What follows belongs to an exercise in optimizing a design on an open flow for small area and a short achievable clock period; a production flow would make more cautious choices.
Function was not checked in any run shown here: the RTL went through the layout flow alone.
Power is estimated from default activity; no workload was simulated.

File: flow/config.mk
export PLATFORM = sky130hd
export DESIGN_NAME = bnn_layer
export DESIGN_NICKNAME = bnn_layer
export VERILOG_FILES = /design/flow/design.v
export SDC_FILE = /design/flow/constraint.sdc
export NUM_CORES = 4
export LEC_CHECK = 0
export CAP_MARGIN = 20
export CORE_AREA = 2 2 253 253
export DIE_AREA = 0 0 255 255
export SLEW_MARGIN = 20
export SYNTH_HIERARCHICAL = 1
export SYNTH_MINIMUM_KEEP_SIZE = 0
File: flow/constraint.sdc
create_clock -name core_clock -period 9.0 [get_ports {clk}]
set_input_delay 1.8000 -clock core_clock [delete_from_list [all_inputs] [get_ports {clk}]]
set_output_delay 1.8000 -clock core_clock [all_outputs]
set_load 0.01 [all_outputs]
File: flow/design.v
module neuron_unit (
    input wire clk,
    input wire [31:0] inputs,
    input wire [31:0] weights,
    input wire [7:0] threshold,
    output reg out,
    output reg [5:0] popcount
);
    wire [31:0] x = ~(inputs ^ weights);
    wire n1;
    wire n2;
    wire n3;
    wire n4;
    wire n5;
    wire n6;
    wire n7;
    wire n8;
    wire n9;
    wire n10;
    wire n11;
    wire n12;
    wire n13;
    wire n14;
    wire n15;
    wire n16;
    wire n17;
    wire n18;
    wire n19;
    wire n20;
    wire n21;
    wire n22;
    wire n23;
    wire n24;
    wire n25;
    wire n26;
    wire n27;
    wire n28;
    wire n29;
    wire n30;
    wire n31;
    wire n32;
    wire n33;
    wire n34;
    wire n35;
    wire n36;
    wire n37;
    wire n38;
    wire n39;
    wire n40;
    wire n41;
    wire n42;
    wire n43;
    wire n44;
    wire n45;
    wire n46;
    wire n47;
    wire n48;
    wire n49;
    wire n50;
    wire n51;
    wire n52;
    wire n53;
    wire n54;
    wire n55;
    wire n56;
    wire n57;
    wire n58;
    wire n59;
    wire n60;
    wire n61;
    wire n62;
    wire n63;
    wire n64;
    wire n65;
    reg r_n21;
    reg r_n23;
    reg r_n25;
    reg r_n27;
    reg r_n8;
    reg r_n22;
    reg r_n24;
    reg r_n26;
    reg r_n28;
    reg r_n29;
    reg r_n31;
    reg r_n33;
    reg r_n30;
    reg r_n32;
    reg r_n34;
    reg [6:0] r_thr;
    fa_cell un1 (.a(x[0]), .b(x[10]), .c(x[11]), .s(n1), .co(n2));
    fa_cell un3 (.a(x[12]), .b(x[13]), .c(x[14]), .s(n3), .co(n4));
    fa_cell un5 (.a(x[15]), .b(x[16]), .c(x[17]), .s(n5), .co(n6));
    fa_cell un7 (.a(x[18]), .b(x[19]), .c(x[1]), .s(n7), .co(n8));
    fa_cell un9 (.a(x[20]), .b(x[21]), .c(x[22]), .s(n9), .co(n10));
    fa_cell un11 (.a(x[23]), .b(x[24]), .c(x[25]), .s(n11), .co(n12));
    fa_cell un13 (.a(x[26]), .b(x[27]), .c(x[28]), .s(n13), .co(n14));
    fa_cell un15 (.a(x[29]), .b(x[2]), .c(x[30]), .s(n15), .co(n16));
    fa_cell un17 (.a(x[31]), .b(x[3]), .c(x[4]), .s(n17), .co(n18));
    fa_cell un19 (.a(x[5]), .b(x[6]), .c(x[7]), .s(n19), .co(n20));
    fa_cell un21 (.a(x[8]), .b(x[9]), .c(n1), .s(n21), .co(n22));
    fa_cell un23 (.a(n11), .b(n13), .c(n15), .s(n23), .co(n24));
    fa_cell un25 (.a(n17), .b(n19), .c(n3), .s(n25), .co(n26));
    fa_cell un27 (.a(n5), .b(n7), .c(n9), .s(n27), .co(n28));
    fa_cell un29 (.a(n10), .b(n12), .c(n14), .s(n29), .co(n30));
    fa_cell un31 (.a(n16), .b(n18), .c(n2), .s(n31), .co(n32));
    fa_cell un33 (.a(n20), .b(n4), .c(n6), .s(n33), .co(n34));
    always @(posedge clk) begin
        r_n21 <= n21;
        r_n23 <= n23;
        r_n25 <= n25;
        r_n27 <= n27;
        r_n8 <= n8;
        r_n22 <= n22;
        r_n24 <= n24;
        r_n26 <= n26;
        r_n28 <= n28;
        r_n29 <= n29;
        r_n31 <= n31;
        r_n33 <= n33;
        r_n30 <= n30;
        r_n32 <= n32;
        r_n34 <= n34;
        r_thr <= {|threshold[7:6], threshold[5:0]};
    end
    fa_cell un35 (.a(r_n21), .b(r_n23), .c(r_n25), .s(n35), .co(n36));
    ha_cell un37 (.a(n35), .b(r_n27), .s(n37), .co(n38));
    fa_cell un39 (.a(r_n8), .b(r_n22), .c(r_n24), .s(n39), .co(n40));
    fa_cell un41 (.a(r_n26), .b(r_n28), .c(r_n29), .s(n41), .co(n42));
    fa_cell un43 (.a(r_n31), .b(r_n33), .c(n36), .s(n43), .co(n44));
    fa_cell un45 (.a(n39), .b(n41), .c(n38), .s(n45), .co(n46));
    ha_cell un47 (.a(n43), .b(n45), .s(n47), .co(n48));
    fa_cell un49 (.a(r_n30), .b(r_n32), .c(r_n34), .s(n49), .co(n50));
    fa_cell un51 (.a(n40), .b(n42), .c(n49), .s(n51), .co(n52));
    fa_cell un53 (.a(n44), .b(n51), .c(n46), .s(n53), .co(n54));
    ha_cell un55 (.a(n48), .b(n53), .s(n55), .co(n56));
    fa_cell un57 (.a(n50), .b(n52), .c(n54), .s(n57), .co(n58));
    ha_cell un59 (.a(n57), .b(n56), .s(n59), .co(n60));
    ha_cell un61 (.a(n58), .b(n60), .s(n61), .co(n62));
    assign n63 = n37 | ~r_thr[0];
    maj_cell un64 (.a(n47), .b(~r_thr[1]), .c(n63), .y(n64));
    maj_cell un65 (.a(n55), .b(~r_thr[2]), .c(n64), .y(n65));
    wire G1 = n50 | n52 | n54;
    wire G2 = (n50 & n52) | (n50 & n54) | (n52 & n54);
    wire G3 = n50 & n52 & n54;
    wire [2:0] th = r_thr[5:3];
    wire ok = ~r_thr[6];
    wire A0 = ok & ((th == 3'd0 & G1) | (th == 3'd1 & G2) | (th == 3'd2 & G3));
    wire A1 = ok & ((th == 3'd0) | (th == 3'd1 & G1) | (th == 3'd2 & G2) | (th == 3'd3 & G3));
    wire A2 = ok & ((th <= 3'd1) | (th == 3'd2 & G1) | (th == 3'd3 & G2) | (th == 3'd4 & G3));
    wire fire;
    sel_cell usel (.a0(A0), .a1(A1), .a2(A2), .d(n56), .l(n65), .y(fire));
    wire [5:0] p = {n62, n61, n59, n55, n47, n37};
    always @(posedge clk) begin
        out <= fire;
        popcount <= p;
    end
endmodule
module fa_cell (input wire a, input wire b, input wire c, output wire s, output wire co);
    assign s = a ^ b ^ c;
    assign co = (a & b) | (a & c) | (b & c);
endmodule
module ha_cell (input wire a, input wire b, output wire s, output wire co);
    assign s = a ^ b;
    assign co = a & b;
endmodule
module maj_cell (input wire a, input wire b, input wire c, output wire y);
    assign y = (a & b) | (a & c) | (b & c);
endmodule
module sel_cell (input wire a0, input wire a1, input wire a2, input wire d, input wire l, output wire y);
    assign y = a0 | (a1 & (d | l)) | (a2 & d & l);
endmodule
module bnn_layer #(
    parameter N = 32,
    parameter NEURONS = 16
)(
    input wire clk,
    input wire rst,
    input wire valid_in,
    input wire [N-1:0] input_vector,
    input wire [NEURONS*N-1:0] weights_flat,
    input wire [8*NEURONS-1:0] thresholds_flat,
    output wire [NEURONS-1:0] output_vector,
    output wire valid_out,
    output wire [8*NEURONS-1:0] debug_popcounts
);
    genvar i;
    generate
        for (i = 0; i < NEURONS; i = i + 1) begin : neuron_array
            wire [5:0] pc;
            neuron_unit neuron_inst (
                .clk(clk),
                .inputs(input_vector),
                .weights(weights_flat[32*i +: 32]),
                .threshold(thresholds_flat[8*i +: 8]),
                .out(output_vector[i]),
                .popcount(pc)
            );
            assign debug_popcounts[8*i +: 8] = {2'b00, pc};
        end
    endgenerate
    reg [1:0] vld;
    always @(posedge clk or posedge rst) begin
        if (rst) vld <= 2'd0;
        else vld <= {vld[0], valid_in};
    end
    assign valid_out = vld[1];
endmodule
File: flow/flow/run.sh
#!/bin/bash
# Own layout flow: the standard flow (standard synthesis unchanged), with the
# port buffers made from the smallest buffer cell instead of the resizer's default.
set -euo pipefail
export BUFFER_PORTS_ARGS="-buffer_cell sky130_fd_sc_hd__buf_1"
export SETUP_SLACK_MARGIN=6.0
bash standard.sh finish > flow_standard.log 2>&1 || { tail -50 flow_standard.log; exit 1; }
tail -5 flow_standard.log
File: flow/standard.sh
#!/bin/bash
# synth_recipe.tcl (not shown) runs the flow's synth.tcl, then flattens the netlist and writes it again
# the make line also repeats each setting of config.mk as NAME=value (left out here)
make -C /OpenROAD-flow-scripts/flow DESIGN_CONFIG=/design/flow/config.mk WORK_HOME=/design/flow/orfs CLKGATE_MAP_FILE= SYNTH_SCRIPT=/design/flow/synth_recipe.tcl "${@:-finish}"
==> summary.md, run 1 <==
| Metric | Value |
|---|---|
| First-pass detailed-route iteration total | `5` |
| Switching Share | `between 40% and 50%` |
| Core Area | `~63000 µm²` |
| NumNets Final | `between 3000 and 4000` |
| Syn_area_per_cell | `~14 µm²` |
| Critical Path Start Type | `primary input` |
| Compound-Gate Fraction of Synth Area | `around 7%` |
| Number of port buffers | `787` |
| Overflow after GRT | `0` |
| Slew @ Worst Pin | `roughly 0.6 ns` |
| Full die area | `between 60000 and 70000 µm²` |
| Crit path launch | `input_vector[18]` |
| Sink Count | `~470` |
| Max Buffers Root-to-Sink | `3` |
| WP data required | `around 9.5 ns` |
| Cell area after layout | `roughly 36000 µm²` |
| RSZ-0062 raised after global routing | `true` |
| Clk_skew | `between 0.009 and 0.01 ns` |
| Slew margin rel. | `between 50% and 60%` |
| Setup TNS | `0 ns` |
| Die height | `about 260 µm` |
| # rows | `92` |
| Hold WC Path Type | `register to register` |
| Cell count after synthesis | `~1900` |
| Simple-Gate Fraction of Synth Area | `2.576%` |
| Clock power share | `16.6%` |
| Inserted Clock Buffers | `54` |
| Synthesis Warnings | `8` |
| Initial antenna violation count | `49` |
| Maxcap violations | `0` |
| Switching power | `~5.7 mW` |
| Cell Area, Synth | `26420 µm²` |
| Worst setup path endpoint | `neuron_array[13].neuron_inst.r_n27` |
| Share of layout cells above drive strength 1 | `a little under a fifth` |
| Slew Viols, Final | `0` |
| CP Data Arrival Time | `roughly 3.5 ns` |
| Die width | `roughly 260 µm` |
| CTS HTree Levels | `2` |
| Period utilization | `between 30% and 40%` |
| Vias in the first global route | `20662` |
| Post-synthesis cell type count | `26` |
| Worst R2R Setup Slack | `6.05 ns` |
| CP Max Fanout | `16` |
| Adder-Cell Fraction of Synth Area | `between 30% and 40%` |
| Gr usage total | `between 30 and 40%` |
| PwrDens | `roughly 400 nW/µm²` |
| CP endpoint kind | `register` |
| Post-DP HPWL | `77620 µm` |
| Outcome | `complete, no violations` |
| R2r startpoint | `neuron_array[14].neuron_inst.r_n21` |
| Post-Synth XOR/XNOR Area | `between 10% and 20%` |
| Reg2Reg Depth | `7` |
| Crit Path Category | `primary input to register` |
| Final min period | `between 3 and 4 ns` |
| Max IR drop VDD | `0.2555 mV` |
| DRT antenna net count | `0` |
| DR iter-0 viols | `slightly above 900` |
| Max Fclk | `roughly 330 MHz` |
| Hold Violations, Final | `0` |
| Largest net degree at the start of global routing | `17` |
| Via density | `between 4 and 5` |
| Reg2reg end | `neuron_array[14].neuron_inst.popcount[4]` |
| Max reg flops | `about 110` |
| DP Area | `32950 µm²` |
| CTS root buffer | `clkbuf_16` |
| Clk Latency, worst-skew pair | `approximately 0.61 ns` |
| Starting density of the core | `42.12%` |
| Routability cong. | `~0.95` |
| Drt total wl | `around 100000 µm` |
| Post-synthesis sequential area ratio | `a little over a third` |
| Biggest regs | `neuron_array.neuron_inst.r_thr: 112 flops, neuron_array.neuron_inst.popcount: 96 flops` |
| WL per Instance | `26.91 µm` |
| Hold_buf cts | `0` |
| Comb power frac | `between 60% and 70%` |
| First-pass GRT wire length | `around 140000 µm` |
| Vias post-DR | `between 15000 and 20000` |
| Reg power frac | `23.2%` |
| DRC Markers | `0` |
| Largest family of logic cells by synthesized area | `adder cells` |
| Fillers | `about 5300` |
| Mux cell area share after synthesis | `0%` |
| Reg with most FFs | `neuron_array.neuron_inst.r_thr` |
| Commonest non-fill, non-tap cell in the layout | `buf_1` |
| Area growth syn-to-layout | `34.44%` |
| Int Power | `roughly 8.5 mW` |
| Worst-path clk slew | `0.06 ns` |
| Most frequent cells in the layout | `753 x buf_1, 460 x dfxtp_1, 391 x fa_1` |
| Yosys reg bits | `466` |
| CTS tree | `done` |
| Leak | `13.49 nW` |
| # setup viols final | `0` |
| Io pins | `820` |
-- cell type report --
type / instances / area (µm²) / share of cell area, %
Clock inverter: 23 / 280.3 / 0.7890
Multi-Input combinational cell: 1392 / 19460 / 54.80
Tap cell: 846 / 1059 / 2.980
Antenna cell: 40 / 100.1 / 0.2818
Inverter: 49 / 183.9 / 0.5178
Sequential cell: 466 / 9344 / 26.30
Clock buffer: 78 / 1625 / 4.575
Timing Repair Buffer: 815 / 3466 / 9.757
-- Yosys stat by module, one instance, submodules excluded --
| module | cells inside | cell area (µm²) |
|---|---|---|
| neuron_unit | 82 | 1010 |
| bnn_layer | 36 | 297.8 |
| fa_cell | 1 | 20.02 |
| sel_cell | 2 | 17.52 |
| ha_cell | 1 | 12.51 |
| maj_cell | 1 | 11.26 |
-- worst max-delay path, cell delays in order --
cell and delay (ns):
clkbuf_4 0.39, xnor2_1 0.38, fa_1 0.49, fa_1 0.44
-- routing by layer --
metal | global-route usage [%] | wire (µm) | part of all wire (%)
met3 | 8.075 | 7613 | 7.6
met4 | 17.11 | 5669 | 5.7
met2 | 50.30 | 48800 | 49
met5 | 0 | 196 | 0.20
met1 | 36.30 | 37540 | 38
-- synthesized netlist by cell type, drive strengths merged --
cell / number / area [µm²]
dfxtp: 464 / 9289
and3: 16 / 180.2
or2: 32 / 200.2
a211o: 16 / 140.1
a21bo: 16 / 160.2
a211oi: 48 / 440.4
o21ba: 16 / 160.2
o31ai: 16 / 120.1
conb: 1 / 3.750
dfrtp: 2 / 50.05
fa: 416 / 8328
a21o: 32 / 260.3
inv: 49 / 183.9
buf: 32 / 240.2
nand2: 16 / 60.06
ha: 80 / 1001
maj3: 32 / 360.4
o211ai: 16 / 120.1
a21oi: 16 / 80.08
o21ai: 32 / 160.2
xnor2: 512 / 4484
a221o: 16 / 160.2
nand2b: 16 / 100.1
nand4b: 16 / 140.1
-- per-stage QoR --
stage                     total power, mW  setup WS (ns)  utilization (%)  instances  hold slack [ns]
after floorplan                     8.681          5.970                -       1939           0.3312
after global placement              11.14          4.880            52.52       3554           0.3450
after detailed placement            11.32          4.852            52.52       3554           0.3419
after CTS                           14.05          6.003            55.99       3655           0.3653
after global routing                15.31          5.976            56.56       3693           0.3717
final                               14.20          5.981            56.62       3709           0.3623
-- power by group through the flow --
| stage | clock [mW] | combinational [mW] | sequential [mW] |
|---|---|---|---|
| CTS | 2.39 | 8.36 | 3.31 |
| global route | 2.47 | 9.48 | 3.37 |
| floorplan | 0 | 5.34 | 3.35 |
| detailed placement | 0 | 7.98 | 3.34 |
| global placement | 0 | 7.80 | 3.34 |
| finish | 2.35 | 8.55 | 3.30 |
-- how the worst min path moves through the flow --
stage               startpoint      to  cells past startpoint
CTS                     vld[0]  vld[1]                      0
finish                  vld[0]  vld[1]                      0
detailed placement      vld[0]  vld[1]                      0
global placement        vld[0]  vld[1]                      0
global route            vld[0]  vld[1]                      0
floorplan               vld[0]  vld[1]                      0
-- cell families after synthesis --
group,Yosys count
AO/OA/AOI/OAI,224
XOR/XNOR,512
AND/OR/NAND/NOR,96
other,1
flip-flops,466
buffers and inverters,81
adder cells (fa/ha/maj),528
-- timing repair --
item,CTS,global route
resized for setup,62,52
setup endpoints to repair,234,78
setup buffers,0,14
pin swaps,1,7
==> run 2: changes to the inputs <==
--- a/flow/flow/run.sh
+++ b/flow/flow/run.sh
@@ -4,5 +4,5 @@
 set -euo pipefail
 export BUFFER_PORTS_ARGS="-buffer_cell sky130_fd_sc_hd__buf_1"
-export SETUP_SLACK_MARGIN=6.0
+export SETUP_SLACK_MARGIN=5.8
 bash standard.sh finish > flow_standard.log 2>&1 || { tail -50 flow_standard.log; exit 1; }
 tail -5 flow_standard.log
==> run 2 against run 1 <==
Against the previous run: still clean; highest routed layer unchanged; combinational power down 9.0%; flip-flop and latch count unchanged; sequential power is essentially flat; non-clock buffer count down 23.
==> summary.md, run 2 <==
| Metric | Value |
|---|---|
| Leak | `11.96 nW (-11%)` |
| Slew @ Worst Pin | `0.6499 ns (+0.03537 ns)` |
| Setup bufs post-CTS | `0 (unchanged)` |
| Area leader, netlist | `dfxtp_1` |
| Via density | `4.999 (+0.94%)` |
| Max IR drop VDD | `0.3519 mV (+38%)` |
| CTS HTree Levels | `2 (unchanged)` |
| Vias in the first global route | `20134 (-2.6%)` |
| CP Max Fanout | `16 (unchanged)` |
| Post-synth top area share | `35.15% (unchanged)` |
| Setup TNS | `0 ns (unchanged)` |
| Reg2Reg Depth | `9 (+2)` |
| Cell count after synthesis | `1908 (unchanged)` |
| WL per Instance | `26.26 µm (-2.4%)` |
| Fillers | `5673 (+6.5%)` |
| Gr usage total | `29.08% (-1.4 points)` |
| Initial antenna violation count | `22 (-55%)` |
| Hold Violations, Final | `0 (unchanged)` |
| # rows | `92 (unchanged)` |
| CTS root buffer | `clkbuf_16` |
| Overflow after GRT | `0 (unchanged)` |
| CTS tree | `done` |
| Inserted Clock Buffers | `52 (-3.7%)` |
| Post-synthesis sequential area ratio | `35.34% (unchanged)` |
| R2r startpoint | `neuron_array[1].neuron_inst.r_n21` |
| # setup viols final | `0 (unchanged)` |
| Worst-path clk slew | `0.06 ns (about the same)` |
| Synthesis Warnings | `8 (unchanged)` |
| Core Area | `62740 µm² (unchanged)` |
| Area growth syn-to-layout | `21.75%` |
| Yosys reg bits | `466 (unchanged)` |
| Commonest non-fill, non-tap cell in the layout | `buf_1` |
| Slew Viols, Final | `0 (unchanged)` |
| Area of the multi-input gates | `16790 µm² (-14%)` |
| Sink Count | `466 (unchanged)` |
| Worst setup path endpoint | `neuron_array[3].neuron_inst.r_n25` |
| Share of layout cells above drive strength 1 | `8.683% (-9.7 points)` |
| Biggest regs | `neuron_array.neuron_inst.r_thr: 112 flops, neuron_array.neuron_inst.popcount: 96 flops` |
| Power Total | `13.15 mW (-7.4%)` |
| Post-synthesis cell type count | `26 (unchanged)` |
| Most frequent cells in the layout | `755 x buf_1, 510 x xnor2_1, 464 x dfxtp_1` |
| Clk_skew | `0.02358 ns (+0.01394 ns)` |
| Worst R2R Setup Slack | `5.94 ns (-0.11 ns)` |
| Max Buffers Root-to-Sink | `3 (unchanged)` |
| Hold WC Path Type | `register to register` |
| Crit Path Category | `primary input to register` |
| Clk Latency, worst-skew pair | `0.60 ns (about the same)` |
| Syn_area_per_cell | `13.85 µm² (unchanged)` |
| Maxcap violations | `0 (unchanged)` |
| DRC Markers | `0 (unchanged)` |
| Critical Path Start Type | `primary input` |
| CP Data Arrival Time | `3.66 ns (+0.15 ns)` |
| Crit path launch | `input_vector[3]` |
| Final min period | `3.197 ns (+0.1776 ns)` |
| RSZ-0062 raised after global routing | `false` |
| Max reg flops | `112 (unchanged)` |
| Reg with most FFs | `neuron_array.neuron_inst.r_thr` |
| Most frequent cell after synthesis | `xnor2_1` |
| Die height | `255 µm (unchanged)` |
| Top cells by count, synth | `512 x xnor2_1, 464 x dfxtp_1, 416 x fa_1, 80 x ha_1, 49 x inv_1` |
| Starting density of the core | `42.12% (unchanged)` |
| Max Fclk | `312.8 MHz (-5.6%)` |
| First-pass detailed-route iteration total | `5 (unchanged)` |
| Reg2reg end | `neuron_array[1].neuron_inst.out` |
| PwrDens | `408.9 nW/µm² (+2.3%)` |
| Largest net degree at the start of global routing | `17 (unchanged)` |
| Number of port buffers | `787 (unchanged)` |
| Outcome | `complete, no violations` |
| NumNets Final | `3924 (-0.63%)` |
| CP endpoint kind | `register` |
| Cell Area, Synth | `26420 µm² (unchanged)` |
| Post-synth top flop | `dfxtp_1` |
| EDFF count, synth | `0 (unchanged)` |
| Die width | `255 µm (unchanged)` |
| First-pass GRT wire length | `132900 µm (-3.4%)` |
| Hold path cells | `0 (unchanged)` |
| Io pins | `820 (unchanged)` |
| Slew margin rel. | `56.67% (-2.4 points)` |
| WP data required | `9.46 ns (-0.03 ns)` |
| Most area-consuming cells after synthesis | `dfxtp_1 35%, fa_1 32%, xnor2_1 17%, ha_1 3.8%, maj3_2 1.4%` |
| Drt total wl | `95960 µm (-3.9%)` |
| Post-DP HPWL | `74640 µm (-3.8%)` |
| Routability cong. | `0.9373 (-1.3%)` |
| Min-delay src | `vld[0]` |
| Full die area | `65030 µm² (unchanged)` |
| Period utilization | `35.52% (+2.0 points)` |
| Register area | `9339 µm² (about the same)` |
| DRT antenna net count | `0 (unchanged)` |
| Async set-or-reset flop fraction in the synthesized netlist | `0.4292% (unchanged)` |
| Vias post-DR | `18268 (-0.56%)` |
| DR iter-0 viols | `1223 (+33%)` |
## run 2: where the power goes
group / switching (mW) / internal (mW) / leakage (nW)
combinational: 4.17 / 3.61 / 7.22
sequential: 0.358 / 2.94 / 3.93
clock: 0.867 / 1.21 / 0.805
## run 2: per-layer routing
metal / vias up / global-route usage (%) / share of wire, %
met2: 918 / 49.39 / 49
li1: 7916 / - / -
met3: 242 / 6.254 / 8.0
met4: 14 / 14.30 / 4.9
met1: 9178 / 35.06 / 38
met5: - / 0 / 0.11
## run 2: kinds of logic (layout without fill, tap and decap cells)
logic type / after synthesis / count (layout) / synth area share (%)
adders and majority gates: 528 / 528 / 36.67
xor gates and xnor gates: 512 / 512 / 16.97
DFF: 466 / 466 / 35.34
AOI/OAI and AO/OA: 224 / 224 / 6.819
and+or+nand+nor: 96 / 96 / 2.576
buffers and inverters: 81 / 929 / 1.605
other: 1 / 53 / 0.01419
## run 2: modules after synthesis (local to each module, per instance)
module | times used | flip-flops and latches | area (µm²)
bnn_layer | 1 | 2 | 297.8
fa_cell | 416 | 0 | 20.02
ha_cell | 80 | 0 | 12.51
maj_cell | 32 | 0 | 11.26
neuron_unit | 16 | 29 | 1010
sel_cell | 16 | 0 | 17.52
## run 2: critical path, cell delays in order
cell,delay (ns)
clkbuf_4,0.36
xnor2_1,0.42
fa_1,0.56
fa_1,0.50
## run 2: what timing repair did
| item | CTS | global route |
|---|---|---|
| hold buffers | 0 | 0 |
| gates resized for setup | 31 | 1 |
| hold endpoints to repair | 0 | 0 |
| setup endpoints to repair | 193 | 1 |
## run 2: how the worst min path moves through the flow
stage / endpoint / slack, ns
after detailed placement: vld[1] / 0.34
after global routing: vld[1] / 0.36
after global placement: vld[1] / 0.35
after CTS: vld[1] / 0.35
after floorplan: vld[1] / 0.33
final: vld[1] / 0.35
## run 2: final cells by class
class / count / area share [%]
Antenna cell: 21 / 0.1634
Tap cell: 846 / 3.290
Multi-Input combinational cell: 1392 / 52.20
Clock inverter: 9 / 0.2489
Timing Repair Buffer: 792 / 9.669
Sequential cell: 466 / 29.03
Inverter: 49 / 0.5717
Clock buffer: 79 / 4.831
## run 2: per-stage QoR
step,setup WS (ns),hold slack (ns),utilization (%),instances,instance area (µm²)
5_1_grt,5.801,0.3554,51.24,3645,32150
3_5_place_dp,4.851,0.3411,48.44,3545,30390
4_1_cts,5.801,0.3539,51.19,3633,32110
3_3_place_gp,4.818,0.3455,48.44,3545,30390
2_1_floorplan,5.960,0.3312,-,1939,26540
6_report,5.803,0.3529,51.28,3654,32170
==> run 3: changes to the inputs <==
--- a/flow/config.mk
+++ b/flow/config.mk
@@ -9,4 +9,5 @@
 export CORE_AREA = 2 2 253 253
 export DIE_AREA = 0 0 255 255
+export PLACE_DENSITY = 0.8
 export SLEW_MARGIN = 20
 export SYNTH_HIERARCHICAL = 1
==> run 3 against run 2 <==
Against the previous run: area after synthesis did not move; die area stayed put; non-clock buffer count up 6.
==> summary.md, run 3 <==
| Metric | Value |
|---|---|
| Outcome | `complete, no violations` |
| DR iter-0 viols | `1551 (+27%)` |
| Synthesis Warnings | `8 (unchanged)` |
| Reg with most FFs | `neuron_array.neuron_inst.r_thr` |
| Io pins | `820 (unchanged)` |
| Crit Path Category | `primary input to register` |
| Top cells by count, synth | `512 x xnor2_1, 464 x dfxtp_1, 416 x fa_1, 80 x ha_1, 49 x inv_1` |
| Period utilization | `35.77% (+0.26 points)` |
| DP Area | `30440 µm² (+0.16%)` |
| # rows | `92 (unchanged)` |
| Vias in the first global route | `20190 (+0.28%)` |
| Post-synthesis cell type count | `26 (unchanged)` |
| Post-synth top flop | `dfxtp_1` |
| Initial antenna violation count | `22 (unchanged)` |
| Biggest regs | `neuron_array.neuron_inst.r_thr: 112 flops, neuron_array.neuron_inst.popcount: 96 flops` |
| Slew margin rel. | `54.66% (-2.0 points)` |
| Int Power | `7.886 mW (+1.7%)` |
| Area leader, netlist | `dfxtp_1` |
| Maxcap violations | `0 (unchanged)` |
| CP Max Fanout | `16 (unchanged)` |
| First-pass GRT wire length | `131700 µm (-0.84%)` |
| Hold WC Path Type | `register to register` |
| Gr usage total | `29.05% (about the same)` |
| CTS root buffer | `clkbuf_16` |
| Most area-consuming cells after synthesis | `dfxtp_1 35%, fa_1 32%, xnor2_1 17%, ha_1 3.8%, maj3_2 1.4%` |
| Starting density of the core | `42.12% (unchanged)` |
| Vias post-DR | `18945 (+3.7%)` |
| Cell area after layout | `32330 µm² (+0.51%)` |
| Leak | `12.05 nW (+0.82%)` |
| DRC Markers | `0 (unchanged)` |
| Drt total wl | `96270 µm (+0.32%)` |
| Switching Share | `41.73% (+0.71 points)` |
| Most frequent cell after synthesis | `xnor2_1` |
| Post-synth top area share | `35.15% (unchanged)` |
| Critical Path Start Type | `primary input` |
| Die width | `255 µm (unchanged)` |
| Most frequent cells in the layout | `755 x buf_1, 510 x xnor2_1, 464 x dfxtp_1` |
| Full die area | `65030 µm² (unchanged)` |
| Max Fclk | `310.6 MHz (-0.71%)` |
| Finished Layout Cells | `3666 (+0.33%)` |
| Cell count after synthesis | `1908 (unchanged)` |
| CP endpoint kind | `register` |
| Die height | `255 µm (unchanged)` |
| Overflow after GRT | `0 (unchanged)` |
| Slew @ Worst Pin | `0.6802 ns (+0.03025 ns)` |
| Final min period | `3.220 ns (+0.02299 ns)` |
| CP cell instances | `clkbuf_2 > buf_4 > xnor2_1 > fa_1 > fa_1` |
| Top cell by count, worst path | `fa_1` |
| Switching power | `5.648 mW (+4.7%)` |
| Area growth syn-to-layout | `22.36%` |
| RSZ-0062 raised after global routing | `false` |
| Cell Area, Synth | `26420 µm² (unchanged)` |
| DRT antenna net count | `0 (unchanged)` |
| Core Area | `62740 µm² (unchanged)` |
| Slew Viols, Final | `0 (unchanged)` |
| Number of port buffers | `787 (unchanged)` |
| Clock power share | `16.2% (+0.4 points)` |
| Comb power frac | `59.2% (about the same)` |
| EDFF count, synth | `0 (unchanged)` |
| CTS HTree Levels | `2 (unchanged)` |
| Setup TNS | `0 ns (unchanged)` |
| Syn_area_per_cell | `13.85 µm² (unchanged)` |
| CP Data Arrival Time | `3.68 ns (+0.02 ns)` |
| CTS tree | `done` |
| WL per Instance | `26.26 µm (about the same)` |
| Sink Count | `466 (unchanged)` |
| Max reg flops | `112 (unchanged)` |
| Hold_buf cts | `0 (unchanged)` |
| CP peak stage delay | `0.67 ns (+0.11 ns)` |
| Commonest non-fill, non-tap cell in the layout | `buf_1` |
| Max Buffers Root-to-Sink | `3 (unchanged)` |
| Inserted Clock Buffers | `52 (unchanged)` |
| # setup viols final | `0 (unchanged)` |
| Clk_skew | `0.01784 ns (-0.005746 ns)` |
| Worst-path clk slew | `0.06 ns (about the same)` |
| Worst hold slack | `0.3689 ns (+0.01604 ns)` |
| Yosys reg bits | `466 (unchanged)` |
| Post-DP HPWL | `71980 µm (-3.6%)` |
| Reg power frac | `24.6% (-0.5 points)` |
| Largest net degree at the start of global routing | `17 (unchanged)` |
| Crit-path slowest cell | `fa_1` |
| Via density | `5.168 (+3.4%)` |
| NumNets Final | `3930 (+0.15%)` |
| Clk Latency, worst-skew pair | `0.59 ns (about the same)` |
| Async set-or-reset flop fraction in the synthesized netlist | `0.4292% (unchanged)` |
| Routability cong. | `0.9475 (+1.1%)` |
| Share of layout cells above drive strength 1 | `9.390% (+0.71 points)` |
| Count of placed standard cells including taps | `3551 (+0.17%)` |
| WP data required | `9.46 ns (about the same)` |
| Max IR drop VDD | `0.4293 mV (+22%)` |
| Hold Violations, Final | `0 (unchanged)` |
| PwrDens | `418.6 nW/µm² (+2.4%)` |
| First-pass detailed-route iteration total | `5 (unchanged)` |
| Post-synthesis sequential area ratio | `35.34% (unchanged)` |
[run 3: changes by cell type in the layout (fill, tap and decap cells not counted), sizes merged]
cell	delta
clkinv	+9
buf	+8
clkbuf	-7
bufinv	+3
diode	-2
inv	+1
[run 3: cells by family after synthesis]
family                     share of synthesized area [%]
and+or+nand+nor                                    2.576
DFF                                                35.34
xor gates and xnor gates                           16.97
buffers and inverters                              1.605
other                                            0.01419
AOI/OAI and AO/OA                                  6.819
adders and majority gates                          36.67
[run 3: what timing repair did]
| action | in CTS | in global routing |
|---|---|---|
| gates resized for setup | 21 | 11 |
| pin swaps | 0 | 0 |
| buffers inserted | 0 | 0 |
| setup endpoints to repair | 190 | 14 |
[run 3: worst max-delay path, delay by kind of cell]
family                   cells  cell delay [ns]
adder cells (fa/ha/maj)      2             1.14
XOR/XNOR                     1             0.16
buffers and inverters        2             0.56
[run 3: metal layers]
layer | up-vias | part of all wire [%] | global-route usage, %
li1 | 7939 | - | -
met1 | 9441 | 37 | 35.17
met2 | 1214 | 46 | 44.98
met3 | 339 | 10 | 7.861
met4 | 12 | 7.3 | 20.72
met5 | - | 0.083 | 0
[run 3: area by class of cell]
class,count,area (µm²)
fill,5344,30400
multi-input combinational,1392,16800
sequential,466,9339
timing repair buffer,798,3152
clock buffer,74,1525
tap,846,1059
clock inverter,22,227.7
inverter,49,183.9
antenna,19,47.55
[run 3: worst paths after layout]
check / start / to / slack, ns / depth (start not counted)
setup / recovery: input_vector[30] / neuron_array[15].neuron_inst.r_n23 / 5.78 / 5
hold / removal: vld[0] / vld[1] / 0.37 / 0
setup reg to reg: neuron_array[7].neuron_inst.r_n21 / neuron_array[7].neuron_inst.popcount[4] / 5.88 / 7
hold reg to reg: vld[0] / vld[1] / 0.37 / 0
max in group asynchronous: rst / vld[1] / 7.71 / 2
min in group asynchronous: rst / vld[0] / 1.17 / 2
[run 3: modules after synthesis, one instance, submodules excluded]
module       area, µm²  flip-flops and latches  times used
bnn_layer        297.8                       2           1
fa_cell          20.02                       0         416
ha_cell          12.51                       0          80
maj_cell         11.26                       0          32
neuron_unit       1010                      29          16
sel_cell         17.52                       0          16
[run 3: power groups by stage]
stage                     Combinational [mW]  Sequential [mW]  Clock [mW]
after CTS                               7.91             3.33        2.22
after global placement                  7.54             3.35           0
after floorplan                         5.23             3.35           0
after detailed placement                7.75             3.36           0
after global routing                    8.90             3.38        2.29
final                                   8.01             3.33        2.20
[run 3: metrics by stage]
stage                     util (%)  power, mW  setup WS (ns)
after floorplan                  -      8.575          5.960
after global placement       48.51      10.89          4.790
after detailed placement     48.52      11.11          4.852
after CTS                    51.40      13.46          5.785
after global routing         51.51      14.58          5.799
final                        51.54      13.53          5.780
==> run 4: changes to the inputs <==
--- a/flow/config.mk
+++ b/flow/config.mk
@@ -8,6 +8,7 @@
 export CAP_MARGIN = 20
 export CORE_AREA = 2 2 253 253
+export CTS_CLUSTER_DIAMETER = 80
+export CTS_CLUSTER_SIZE = 24
 export DIE_AREA = 0 0 255 255
-export PLACE_DENSITY = 0.8
 export SLEW_MARGIN = 20
 export SYNTH_HIERARCHICAL = 1
==> run 4 against run 3 <==
Against the previous run: still clean; clock power shrank about 30%; final area decreased by 2.3%; critical path depth shrank 1; flip-flop and latch count stayed put; register-to-register slack improved by 0.06 ns; via count decreased by 4.5%; fmax up 1.2%; highest routed layer unchanged.
==> summary.md, run 4 <==
| Metric | Value |
|---|---|
| Cell Area, Synth | `26420 µm² (unchanged)` |
| WP data required | `9.49 ns (+0.03 ns)` |
| Leak | `11.66 nW (-3.2%)` |
| Post-DP HPWL | `74640 µm (+3.7%)` |
| Reg2reg end | `neuron_array[11].neuron_inst.popcount[4]` |
| CP bufs+invs | `1 (-1)` |
| Max reg flops | `112 (unchanged)` |
| Number of port buffers | `787 (unchanged)` |
| Full die area | `65030 µm² (unchanged)` |
| First-pass GRT wire length | `132100 µm (+0.24%)` |
| Drt total wl | `95250 µm (-1.1%)` |
| Slew Viols, Final | `0 (unchanged)` |
| Worst-path clk slew | `0.08 ns (+0.02 ns)` |
| CTS HTree Levels | `1 (-1)` |
| Slew margin rel. | `57.02% (+2.4 points)` |
| Hold worst-path end | `vld[1]` |
| Crit-path slowest cell | `fa_1` |
| Top cell by count, worst path | `fa_1` |
| Synthesis Warnings | `8 (unchanged)` |
| PwrDens | `399.9 nW/µm² (-4.5%)` |
| Starting density of the core | `42.12% (unchanged)` |
| Gr usage total | `28.80% (-0.26 points)` |
| Share of layout cells above drive strength 1 | `8.134% (-1.3 points)` |
| CP endpoint kind | `register` |
| Maxcap violations | `0 (unchanged)` |
| Die height | `255 µm (unchanged)` |
| Die width | `255 µm (unchanged)` |
| CP peak stage delay | `0.55 ns (-0.12 ns)` |
| Period utilization | `35.34% (-0.43 points)` |
| Syn_area_per_cell | `13.85 µm² (unchanged)` |
| DR iter-0 viols | `1276 (-18%)` |
| Mux cell area share after synthesis | `0% (unchanged)` |
| R2r startpoint | `neuron_array[11].neuron_inst.r_n21` |
| Most frequent cell after synthesis | `xnor2_1` |
| # rows | `92 (unchanged)` |
| Reg with most FFs | `neuron_array.neuron_inst.r_thr` |
| RSZ-0062 raised after global routing | `false` |
| Via density | `4.993 (-3.4%)` |
| Crit Path Category | `primary input to register` |
| Setup TNS | `0 ns (unchanged)` |
| Utilization after layout | `50.36% (-1.2 points)` |
| Area leader, netlist | `dfxtp_1` |
| DRT antenna net count | `0 (unchanged)` |
| Critical Path Start Type | `primary input` |
| Worst R2R Setup Slack | `5.94 ns (+0.06 ns)` |
| Initial antenna violation count | `20 (-9.1%)` |
| Max Buffers Root-to-Sink | `3 (unchanged)` |
| Max Fclk | `314.4 MHz (+1.2%)` |
| Vias post-DR | `18090 (-4.5%)` |
| Top cells by count, synth | `512 x xnor2_1, 464 x dfxtp_1, 416 x fa_1, 80 x ha_1, 49 x inv_1` |
| Post-synthesis sequential area ratio | `35.34% (unchanged)` |
| Post-synth top flop | `dfxtp_1` |
| Power Total | `12.63 mW (-6.6%)` |
| Most frequent cells in the layout | `755 x buf_1, 510 x xnor2_1, 464 x dfxtp_1` |
| CP cell instances | `clkbuf_4 > xnor2_1 > fa_1 > fa_1` |
| Min-delay src | `vld[0]` |
| Post-synth top area share | `35.15% (unchanged)` |
| Cell count after synthesis | `1908 (unchanged)` |
| Yosys reg bits | `466 (unchanged)` |
| Overflow after GRT | `0 (unchanged)` |
| Async set-or-reset flop fraction in the synthesized netlist | `0.4292% (unchanged)` |
| Clk Latency, worst-skew pair | `0.62 ns (+0.03 ns)` |
| Fillers | `5728 (+7.2%)` |
| CP Data Arrival Time | `3.67 ns (about the same)` |
| # setup viols final | `0 (unchanged)` |
| Max IR drop VDD | `0.3089 mV (-28%)` |
| Biggest regs | `neuron_array.neuron_inst.r_thr: 112 flops, neuron_array.neuron_inst.popcount: 96 flops` |
| EDFF count, synth | `0 (unchanged)` |
| Hold WC Path Type | `register to register` |
| Slew @ Worst Pin | `0.6448 ns (-0.03541 ns)` |
| Setup bufs post-CTS | `0 (unchanged)` |
| WL per Instance | `26.29 µm (+0.11%)` |
| Most area-consuming cells after synthesis | `dfxtp_1 35%, fa_1 32%, xnor2_1 17%, ha_1 3.8%, maj3_2 1.4%` |
| Largest family of logic cells by synthesized area | `adder cells` |
| Area growth syn-to-layout | `19.56%` |
| CTS root buffer | `clkbuf_16` |
| Routability cong. | `0.9373 (-1.1%)` |
| Compound-Gate Fraction of Synth Area | `6.819% (unchanged)` |
| Io pins | `820 (unchanged)` |
| Vias in the first global route | `19904 (-1.4%)` |
| NumNets Final | `3903 (-0.69%)` |
| Sink Count | `466 (unchanged)` |
| Hold path cells | `0 (unchanged)` |
| Core Area | `62740 µm² (unchanged)` |
| CP Max Fanout | `16 (unchanged)` |
| Hold Violations, Final | `0 (unchanged)` |
| Inserted Clock Buffers | `31 (-40%)` |
| DRC Markers | `0 (unchanged)` |
| Post-synthesis cell type count | `26 (unchanged)` |
| Post-Synth XOR/XNOR Area | `16.97% (unchanged)` |
| Clk_skew | `0.01755 ns (-0.0002905 ns)` |
| Largest net degree at the start of global routing | `25 (+8)` |
| Worst hold slack | `0.3620 ns (-0.006928 ns)` |
| Commonest non-fill, non-tap cell in the layout | `buf_1` |
| Outcome | `complete, no violations` |
| Reg2Reg Depth | `7 (unchanged)` |
| Simple-Gate Fraction of Synth Area | `2.576% (unchanged)` |
| CTS tree | `done` |
| Adder-Cell Fraction of Synth Area | `36.67% (unchanged)` |
| CP delay by family, top | `adder cells` |
| First-pass detailed-route iteration total | `5 (unchanged)` |
| Final min period | `3.181 ns (-0.03883 ns)` |
## run 4: kinds of logic after synthesis
kind of cell,after synthesis
AOI/OAI and AO/OA,224
and+or+nand+nor,96
xor gates and xnor gates,512
DFF,466
buffers and inverters,81
other,1
adders and majority gates,528
## run 4: layout make-up
cell class / count / area (µm²) / area share [%]
multi-input cells: 1392 / 16800 / 53.17
flip-flops and latches: 466 / 9339 / 29.56
repair buffers: 792 / 3110 / 9.846
well taps: 846 / 1059 / 3.351
clock buffers: 33 / 803.3 / 2.543
clock inverters: 22 / 241.5 / 0.7644
inverters: 49 / 183.9 / 0.5822
diodes: 23 / 57.56 / 0.1822
## run 4: layer usage
| layer | up-vias | track usage (%) | wire length (µm) |
|---|---|---|---|
| met3 | 210 | 6.499 | 7612 |
| met2 | 873 | 49.08 | 47250 |
| met4 | 10 | 13.42 | 4733 |
| met1 | 9139 | 34.68 | 35580 |
| met5 | - | 0 | 73 |
| li1 | 7858 | - | - |
## run 4: worst register-to-register path, stage by stage (launching register included)
cell and delay, ns:
dfxtp_1 0.33, fa_1 0.48, ha_1 0.22, fa_1 0.39, fa_1 0.53, fa_1 0.50, ha_1 0.23, ha_1 0.27
## run 4: how the worst max path moves through the flow
stage / from / endpoint / depth (start not counted)
2_1_floorplan: weights_flat[24] / neuron_array[0].neuron_inst.r_n23 / 3
3_3_place_gp: input_vector[31] / neuron_array[3].neuron_inst.r_n25 / 4
3_5_place_dp: input_vector[31] / neuron_array[3].neuron_inst.r_n25 / 4
4_1_cts: input_vector[11] / neuron_array[3].neuron_inst.r_n21 / 5
5_1_grt: neuron_array[2].neuron_inst.r_n21 / neuron_array[2].neuron_inst.out / 9
6_report: input_vector[3] / neuron_array[3].neuron_inst.r_n25 / 4
## run 4: per-stage QoR
stage / area [µm²] / instances / setup slack [ns]
floorplan: 26540 / 1939 / 5.960
global placement: 30390 / 3545 / 4.818
detailed placement: 30390 / 3545 / 4.851
CTS: 31520 / 3600 / 5.821
global route: 31560 / 3612 / 5.830
finish: 31590 / 3623 / 5.819
## run 4: per-module statistics from Yosys, one instance, submodules excluded
module	flip-flops and latches	cell area [µm²]	cells	times used
maj_cell	0	11.26	1	32
ha_cell	0	12.51	1	80
neuron_unit	29	1010	82	16
sel_cell	0	17.52	2	16
fa_cell	0	20.02	1	416
bnn_layer	2	297.8	36	1
## run 4: power breakdown
group	leakage, nW	total (mW)	internal, mW	switching [mW]
Combinational	7.22	7.80	3.61	4.18
Clock	0.513	1.54	0.712	0.832
Sequential	3.93	3.29	2.94	0.358
## run 4: what timing repair did
action,in CTS,in global routing
resized for setup,31,3
cloned,0,0
endpoints found under the hold margin,0,0
hold buffers,0,0
setup endpoints to repair,190,3
==> run 5: changes to the inputs <==
--- a/flow/flow/run.sh
+++ b/flow/flow/run.sh
@@ -4,5 +4,5 @@
 set -euo pipefail
 export BUFFER_PORTS_ARGS="-buffer_cell sky130_fd_sc_hd__buf_1"
-export SETUP_SLACK_MARGIN=5.8
+export SETUP_SLACK_MARGIN=5.9
 bash standard.sh finish > flow_standard.log 2>&1 || { tail -50 flow_standard.log; exit 1; }
 tail -5 flow_standard.log
==> run 5 against run 4 <==
Against the previous run: worst setup slack better by 0.066 ns; final area increased by 0.12%; combinational power is 1% higher; fmax grew 2.1%; clock skew shrank 0.0010 ns; clock power is essentially flat; non-clock buffer count stayed put; critical path type unchanged; largest power group unchanged.
==> summary.md, run 5 <==
| Metric | Value |
|---|---|
| Area growth syn-to-layout | `19.70%` |
| CP peak stage delay | `0.52 ns (-0.03 ns)` |
| Io pins | `820 (unchanged)` |
| Area leader, netlist | `dfxtp_1` |
| Slew Viols, Final | `0 (unchanged)` |
| Yosys reg bits | `466 (unchanged)` |
| WP data required | `9.50 ns (about the same)` |
| Inserted Clock Buffers | `31 (unchanged)` |
| Commonest non-fill, non-tap cell in the layout | `buf_1` |
| Max Fclk | `321.1 MHz (+2.1%)` |
| Synthesis Warnings | `8 (unchanged)` |
| DRT antenna net count | `0 (unchanged)` |
| Gr usage total | `28.80% (about the same)` |
| CTS tree | `done` |
| Starting density of the core | `42.12% (unchanged)` |
| Cell count after synthesis | `1908 (unchanged)` |
| Reg2reg end | `neuron_array[8].neuron_inst.popcount[4]` |
| Max IR drop VDD | `0.3091 mV (about the same)` |
| Crit Path Category | `primary input to register` |
| Most frequent cell after synthesis | `xnor2_1` |
| Sink Count | `466 (unchanged)` |
| CTS HTree Levels | `1 (unchanged)` |
| WL per Instance | `26.32 µm (+0.10%)` |
| DR iter-0 viols | `1227 (-3.8%)` |
| Setup TNS | `0 ns (unchanged)` |
| Die height | `255 µm (unchanged)` |
| Top cells by count, synth | `512 x xnor2_1, 464 x dfxtp_1, 416 x fa_1, 80 x ha_1, 49 x inv_1` |
| DRC Markers | `0 (unchanged)` |
| Biggest regs | `neuron_array.neuron_inst.r_thr: 112 flops, neuron_array.neuron_inst.popcount: 96 flops` |
| Post-synthesis sequential area ratio | `35.34% (unchanged)` |
| Worst R2R Setup Slack | `5.93 ns (about the same)` |
| Vias in the first global route | `19906 (+0.010%)` |
| RSZ-0062 raised after global routing | `true` |
| PwrDens | `402.1 nW/µm² (+0.54%)` |
| Critical Path Start Type | `primary input` |
| Hold Violations, Final | `0 (unchanged)` |
| Reg2Reg Depth | `7 (unchanged)` |
| Maxcap violations | `0 (unchanged)` |
| Slew margin rel. | `58.11% (+1.1 points)` |
| Hold worst-path end | `vld[1]` |
| Crit-path slowest cell | `fa_1` |
| Post-synth top area share | `35.15% (unchanged)` |
| Utilization after layout | `50.41% (+0.060 points)` |
| EDFF count, synth | `0 (unchanged)` |
| Post-synthesis cell type count | `26 (unchanged)` |
| Largest net degree at the start of global routing | `25 (unchanged)` |
| Vias post-DR | `18155 (+0.36%)` |
| CTS root buffer | `clkbuf_16` |
| Core Area | `62740 µm² (unchanged)` |
| Min-delay src | `vld[0]` |
| Most frequent cells in the layout | `755 x buf_1, 508 x xnor2_1, 464 x dfxtp_1` |
| Initial antenna violation count | `20 (unchanged)` |
| Clk_skew | `0.01653 ns (-0.001017 ns)` |
| Die width | `255 µm (unchanged)` |
| Overflow after GRT | `0 (unchanged)` |
| Final min period | `3.115 ns (-0.06628 ns)` |
| Top cell by count, worst path | `fa_1` |
| Power Total | `12.72 mW (+0.66%)` |
| CP endpoint kind | `register` |
| Routability cong. | `0.9373 (unchanged)` |
| Hold path cells | `0 (unchanged)` |
| Most area-consuming cells after synthesis | `dfxtp_1 35%, fa_1 32%, xnor2_1 17%, ha_1 3.8%, maj3_2 1.4%` |
| Outcome | `complete, no violations` |
| Post-synth top flop | `dfxtp_1` |
| # rows | `92 (unchanged)` |
| Hold WC Path Type | `register to register` |
| Post-DP HPWL | `74640 µm (unchanged)` |
| Setup bufs post-CTS | `0 (unchanged)` |
| Cell Area, Synth | `26420 µm² (unchanged)` |
| Syn_area_per_cell | `13.85 µm² (unchanged)` |
| Period utilization | `34.61% (-0.74 points)` |
| Reg with most FFs | `neuron_array.neuron_inst.r_thr` |
| First-pass GRT wire length | `132000 µm (about the same)` |
| Share of layout cells above drive strength 1 | `8.606% (+0.47 points)` |
| CP Max Fanout | `16 (unchanged)` |
| Number of port buffers | `787 (unchanged)` |
| CP Data Arrival Time | `3.61 ns (-0.06 ns)` |
| # setup viols final | `0 (unchanged)` |
| Slew @ Worst Pin | `0.6284 ns (-0.01633 ns)` |
| Drt total wl | `95290 µm (about the same)` |
| Full die area | `65030 µm² (unchanged)` |
| Fillers | `5721 (-0.12%)` |
| Worst-path clk slew | `0.09 ns (about the same)` |
| Async set-or-reset flop fraction in the synthesized netlist | `0.4292% (unchanged)` |
| Max reg flops | `112 (unchanged)` |
| Via density | `5.014 (+0.41%)` |
| First-pass detailed-route iteration total | `5 (unchanged)` |
| NumNets Final | `3903 (unchanged)` |
| Leak | `11.66 nW (about the same)` |
| CP cell instances | `clkbuf_4 > xnor2_1 > fa_1 > fa_1` |
| Clk Latency, worst-skew pair | `0.62 ns (about the same)` |
| R2r startpoint | `neuron_array[8].neuron_inst.r_n21` |
| Max Buffers Root-to-Sink | `3 (unchanged)` |
run 5: cell counts after synthesis:
Identical to the previous run, type by type.
run 5: layer usage:
layer,part of all wire [%],track usage [%],vias to the layer above,wire length (µm)
met2,50,49.06,881,47320
met1,37,34.72,9202,35690
li1,-,-,7859,-
met4,5.0,13.40,10,4721
met3,7.9,6.499,203,7489
met5,0.077,0,-,73
run 5: cells by family (layout without fill, tap and decap cells):
kind of cell,count (synthesis),count (layout),share of synthesized area (%)
AOI/OAI and AO/OA,224,224,6.819
buffers and inverters,81,896,1.605
adders and majority gates,528,528,36.67
and+or+nand+nor,96,96,2.576
xor gates and xnor gates,512,512,16.97
other,1,53,0.01419
DFF,466,466,35.34
run 5: area by class of cell:
cell class                 count  area [µm²]  area share [%]
clock buffer                  33       803.3           2.540
sequential                   466        9339           29.53
antenna                       21       52.55          0.1662
clock inverter                22       241.5          0.7635
tap                          846        1059           3.347
timing repair buffer         792        3110           9.835
inverter                      49       183.9          0.5815
multi-input combinational   1392       16840           53.24
run 5: worst max path at each step:
stage | startpoint | to | slack, ns | cells past startpoint
4_1_cts | input_vector[0] | neuron_array[3].neuron_inst.r_n21 | 5.90 | 5
5_1_grt | neuron_array[10].neuron_inst.r_n21 | neuron_array[10].neuron_inst.out | 5.90 | 9
6_report | input_vector[6] | neuron_array[6].neuron_inst.r_n25 | 5.89 | 4
3_5_place_dp | input_vector[31] | neuron_array[3].neuron_inst.r_n25 | 4.85 | 4
2_1_floorplan | weights_flat[24] | neuron_array[0].neuron_inst.r_n23 | 5.96 | 3
3_3_place_gp | input_vector[31] | neuron_array[3].neuron_inst.r_n25 | 4.82 | 4
run 5: power breakdown:
| group | switching [mW] | internal, mW | leakage, nW |
|---|---|---|---|
| clock | 0.830 | 0.712 | 0.513 |
| sequential | 0.358 | 2.94 | 3.93 |
| combinational | 4.20 | 3.68 | 7.22 |
| total | 5.39 | 7.33 | 11.7 |
run 5: Yosys stat by module (local to each module, per instance):
| module | flip-flops and latches | cell area (µm²) |
|---|---|---|
| ha_cell | 0 | 12.51 |
| bnn_layer | 2 | 297.8 |
| maj_cell | 0 | 11.26 |
| neuron_unit | 29 | 1010 |
| sel_cell | 0 | 17.52 |
| fa_cell | 0 | 20.02 |
run 5: what timing repair did:
item,4_1_cts,5_1_grt
setup endpoints to repair,199,33
resized for setup,32,18
hold buffers,0,0
run 5: through the flow:
| stage | hold slack, ns | instance area, µm² | std cells | setup WS [ns] |
|---|---|---|---|---|
| 5_1_grt | 0.3637 | 31610 | 3612 | 5.898 |
| 3_5_place_dp | 0.3411 | 30390 | 3545 | 4.851 |
| 3_3_place_gp | 0.3455 | 30390 | 3545 | 4.818 |
| 6_report | 0.3620 | 31630 | 3621 | 5.885 |
| 4_1_cts | 0.3609 | 31530 | 3600 | 5.904 |
| 2_1_floorplan | 0.3312 | 26540 | 1939 | 5.960 |
run 5: worst max-delay path: cells and delay by family:
family / cells / cell delay, ns
adder cells (fa/ha/maj): 2 / 0.98
XOR/XNOR: 1 / 0.43
buffers and inverters: 1 / 0.39
==> run 6: changes to the inputs <==
--- a/flow/flow/run.sh
+++ b/flow/flow/run.sh
@@ -4,5 +4,5 @@
 set -euo pipefail
 export BUFFER_PORTS_ARGS="-buffer_cell sky130_fd_sc_hd__buf_1"
-export SETUP_SLACK_MARGIN=5.9
+export SETUP_SLACK_MARGIN=5.8
 bash standard.sh finish > flow_standard.log 2>&1 || { tail -50 flow_standard.log; exit 1; }
 tail -5 flow_standard.log
--- a/flow/config.mk
+++ b/flow/config.mk
@@ -8,6 +8,6 @@
 export CAP_MARGIN = 20
 export CORE_AREA = 2 2 253 253
-export CTS_CLUSTER_DIAMETER = 80
-export CTS_CLUSTER_SIZE = 24
+export CTS_CLUSTER_DIAMETER = 90
+export CTS_CLUSTER_SIZE = 28
 export DIE_AREA = 0 0 255 255
 export SLEW_MARGIN = 20
==> run 6 against run 5 <==
Against the previous run: still clean on timing, DRC and antenna; final cell count did not move; total power barely moved; flip-flop and latch count stayed put; critical path depth increased by 1; die area did not move; global-route usage is essentially flat; final area grew 0.12%.
==> summary.md, run 6 <==
| Metric | Value |
|---|---|
| Post-synthesis cell type count | `26 (unchanged)` |
| GR Util met1 | `34.49% (-0.22 points)` |
| GRT met2 Usage | `49.14% (+0.078 points)` |
| Yosys reg bits | `466 (unchanged)` |
| M3 GR Usage | `6.529% (+0.031 points)` |
| Die height | `255 µm (unchanged)` |
| First-pass GRT wire length | `132000 µm (about the same)` |
| Routability cong. | `0.9373 (unchanged)` |
| Commonest non-fill, non-tap cell in the layout | `buf_1` |
| # setup viols final | `0 (unchanged)` |
| Outcome | `complete, no violations` |
| Post-DP HPWL | `74640 µm (unchanged)` |
| Area growth syn-to-layout | `19.85%` |
| Switching power | `5.401 mW (+0.25%)` |
| Leak | `11.69 nW (+0.25%)` |
| Most frequent cell after synthesis | `xnor2_1` |
| Slew Viols, Final | `0 (unchanged)` |
| Number of port buffers | `787 (unchanged)` |
| Comb power frac | `61.2% (-0.8 points)` |
| Hold WC Path Type | `register to register` |
| Reg2Reg Depth | `7 (unchanged)` |
| Period utilization | `35.84% (+1.2 points)` |
| Async set-or-reset flop fraction in the synthesized netlist | `0.4292% (unchanged)` |
| Final min period | `3.226 ns (+0.1113 ns)` |
| DRT antenna net count | `0 (unchanged)` |
| PwrDens | `401.4 nW/µm² (-0.18%)` |
| # rows | `92 (unchanged)` |
| Critical Path Start Type | `primary input` |
| Starting density of the core | `42.12% (unchanged)` |
| CTS root buffer | `clkbuf_16` |
| Reg power frac | `25.9% (about the same)` |
| Core Area | `62740 µm² (unchanged)` |
| CP Data Arrival Time | `3.72 ns (+0.11 ns)` |
| DRC Markers | `0 (unchanged)` |
| Maxcap violations | `0 (unchanged)` |
| Worst-path clk slew | `0.10 ns (about the same)` |
| Synthesis Warnings | `8 (unchanged)` |
| Inserted Clock Buffers | `28 (-9.7%)` |
| Post-synth top flop | `dfxtp_1` |
| Crit Path Category | `primary input to register` |
| Largest net degree at the start of global routing | `30 (+20%)` |
| Full die area | `65030 µm² (unchanged)` |
| DR iter-0 viols | `1197 (-2.4%)` |
| WP data required | `9.49 ns (about the same)` |
| GR peak layer | `met2` |
| EDFF count, synth | `0 (unchanged)` |
| Hold path cells | `0 (unchanged)` |
| CP Max Fanout | `16 (unchanged)` |
| Max Fclk | `310.0 MHz (-3.5%)` |
| Top cells by count, synth | `512 x xnor2_1, 464 x dfxtp_1, 416 x fa_1, 80 x ha_1, 49 x inv_1` |
| Share of layout cells above drive strength 1 | `7.924% (-0.68 points)` |
| Clk Latency, worst-skew pair | `0.61 ns (about the same)` |
| Most frequent cells in the layout | `755 x buf_1, 510 x xnor2_1, 464 x dfxtp_1` |
| Overflow after GRT | `0 (unchanged)` |
| Hold Violations, Final | `0 (unchanged)` |
| Max reg flops | `112 (unchanged)` |
| Drt total wl | `95140 µm (-0.16%)` |
| Sink Count | `466 (unchanged)` |
| Cell count after synthesis | `1908 (unchanged)` |
| Worst R2R Setup Slack | `5.94 ns (about the same)` |
| Switching Share | `42.49% (+0.13 points)` |
| CP endpoint kind | `register` |
| Slew @ Worst Pin | `0.6620 ns (+0.03357 ns)` |
| Post-synthesis sequential area ratio | `35.34% (unchanged)` |
| Clock power share | `12.9% (+0.8 points)` |
| Vias in the first global route | `19946 (+0.20%)` |
| Slew margin rel. | `55.87% (-2.2 points)` |
| Vias post-DR | `18104 (-0.28%)` |
| CTS tree | `done` |
| Post-synth top area share | `35.15% (unchanged)` |
| Hold_buf cts | `0 (unchanged)` |
| Clk_skew | `0.01703 ns (+0.0005000 ns)` |
| Max Buffers Root-to-Sink | `3 (unchanged)` |
| Cell Area, Synth | `26420 µm² (unchanged)` |
| First-pass detailed-route iteration total | `6 (+1)` |
| Io pins | `820 (unchanged)` |
| Via density | `5.000 (-0.28%)` |
| Die width | `255 µm (unchanged)` |
| Area leader, netlist | `dfxtp_1` |
| Initial antenna violation count | `23 (+15%)` |
| WL per Instance | `26.27 µm (-0.16%)` |
| Most area-consuming cells after synthesis | `dfxtp_1 35%, fa_1 32%, xnor2_1 17%, ha_1 3.8%, maj3_2 1.4%` |
| Int Power | `7.309 mW (-0.29%)` |
| Setup bufs post-CTS | `0 (unchanged)` |
| CTS HTree Levels | `1 (unchanged)` |
| Power Total | `12.71 mW (about the same)` |
| Reg with most FFs | `neuron_array.neuron_inst.r_thr` |
| RSZ-0062 raised after global routing | `false` |
| Syn_area_per_cell | `13.85 µm² (unchanged)` |
| NumNets Final | `3900 (-0.077%)` |
| Max IR drop VDD | `0.3790 mV (+23%)` |
| Setup TNS | `0 ns (unchanged)` |
| Biggest regs | `neuron_array.neuron_inst.r_thr: 112 flops, neuron_array.neuron_inst.popcount: 96 flops` |
| Gr usage total | `28.79% (about the same)` |
run 6: cell types whose count changed in the layout (fill, tap and decap cells not counted), sizes merged:
cell      before  now
bufinv         1    4
diode         21   24
inv           60   59
buf          763  760
clkinvlp       2    0
run 6: layout make-up:
type | count | area (µm²)
flip-flops and latches | 466 | 9339
multi-input cells | 1392 | 16790
fillers | 5722 | 31070
inverters | 49 | 183.9
clock inverters | 22 | 397.9
well taps | 846 | 1059
repair buffers | 792 | 3107
clock buffers | 30 | 729.5
diodes | 24 | 60.06
run 6: power by group through the flow:
stage	combinational, mW	sequential [mW]	clock, mW
after floorplan	5.23	3.35	0
after global placement	7.51	3.34	0
after detailed placement	7.69	3.34	0
after CTS	7.80	3.30	1.68
after global routing	8.71	3.36	1.75
final	7.78	3.29	1.63
run 6: worst paths after layout:
kind / from / end
min: vld[0] / vld[1]
min reg2reg: vld[0] / vld[1]
max: input_vector[11] / neuron_array[3].neuron_inst.r_n21
min in group asynchronous: rst / vld[0]
max reg2reg: neuron_array[8].neuron_inst.r_n21 / neuron_array[8].neuron_inst.popcount[4]
max in group asynchronous: rst / vld[1]
run 6: stage by stage:
stage	setup slack [ns]	instances	cell area (µm²)	hold WS, ns	utilization, %
3_3_place_gp	4.818	3545	30390	0.3455	48.44
5_1_grt	5.800	3611	31640	0.3689	50.44
3_5_place_dp	4.851	3545	30390	0.3411	48.44
6_report	5.774	3621	31670	0.3659	50.48
4_1_cts	5.832	3597	31610	0.3656	50.38
2_1_floorplan	5.960	1939	26540	0.3312	-
run 6: cell families after synthesis:
group	count (synthesis)	share of synthesized area (%)
adders and majority gates	528	36.67
xor gates and xnor gates	512	16.97
DFF	466	35.34
AOI/OAI and AO/OA	224	6.819
and+or+nand+nor	96	2.576
buffers and inverters	81	1.605
other	1	0.01419
run 6: per-module statistics from Yosys (local to each module, per instance):
module       flip-flops and latches  cell area [µm²]
fa_cell                           0            20.02
neuron_unit                      29             1010
ha_cell                           0            12.51
maj_cell                          0            11.26
bnn_layer                         2            297.8
sel_cell                          0            17.52
run 6: timing repair:
item                       CTS  global route
resized for setup           31             0
hold endpoints to repair     0             0
setup endpoints to repair  189             0
run 6: worst max-delay path, cell delays in order:
cell and delay (ns):
clkbuf_2 0.08, buf_4 0.52, xnor2_1 0.17, fa_1 0.64, fa_1 0.49
run 6: layer usage:
metal	up-vias	routed length [µm]
met3	214	8004
met4	12	4618
met5	-	86
li1	7851	-
met1	9140	35230
met2	887	47200

## re-timing with driven ports
In the flow no input, the clock included, has a driving cell. The finished layouts below were timed again as built, in two steps. Step 1 assumes that a clkbuf_16 drives the clock port and a buf_2 every other input. Step 2 times the ports against the registers' clock, not the clock port: input delays grow and output delays shrink by t, the midpoint of the rising clock arrivals with the driver on. a / b / c = ideal / step 1 / step 2; a / b = the first two.
run	t (ns)	setup WS [ns]	hold WS [ns]
run 1	0.669	5.981 / 5.987 / 5.350	0.362 / 0.362 / 0.362
run 2	0.655	5.803 / 5.848 / 5.192	0.353 / 0.353 / 0.353
run 3	0.647	5.780 / 5.809 / 5.174	0.369 / 0.369 / 0.369
run 4	0.675	5.819 / 5.863 / 5.188	0.362 / 0.362 / 0.362
run 5	0.673	5.885 / 5.908 / 5.251	0.362 / 0.362 / 0.362
run 6	0.671	5.774 / 5.813 / 5.142	0.366 / 0.366 / 0.366
After both steps setup and hold are still met in every run listed. The setup slack of run 5, which loses most, moves by +0.023 ns with the drivers and by -0.634 ns with both steps.
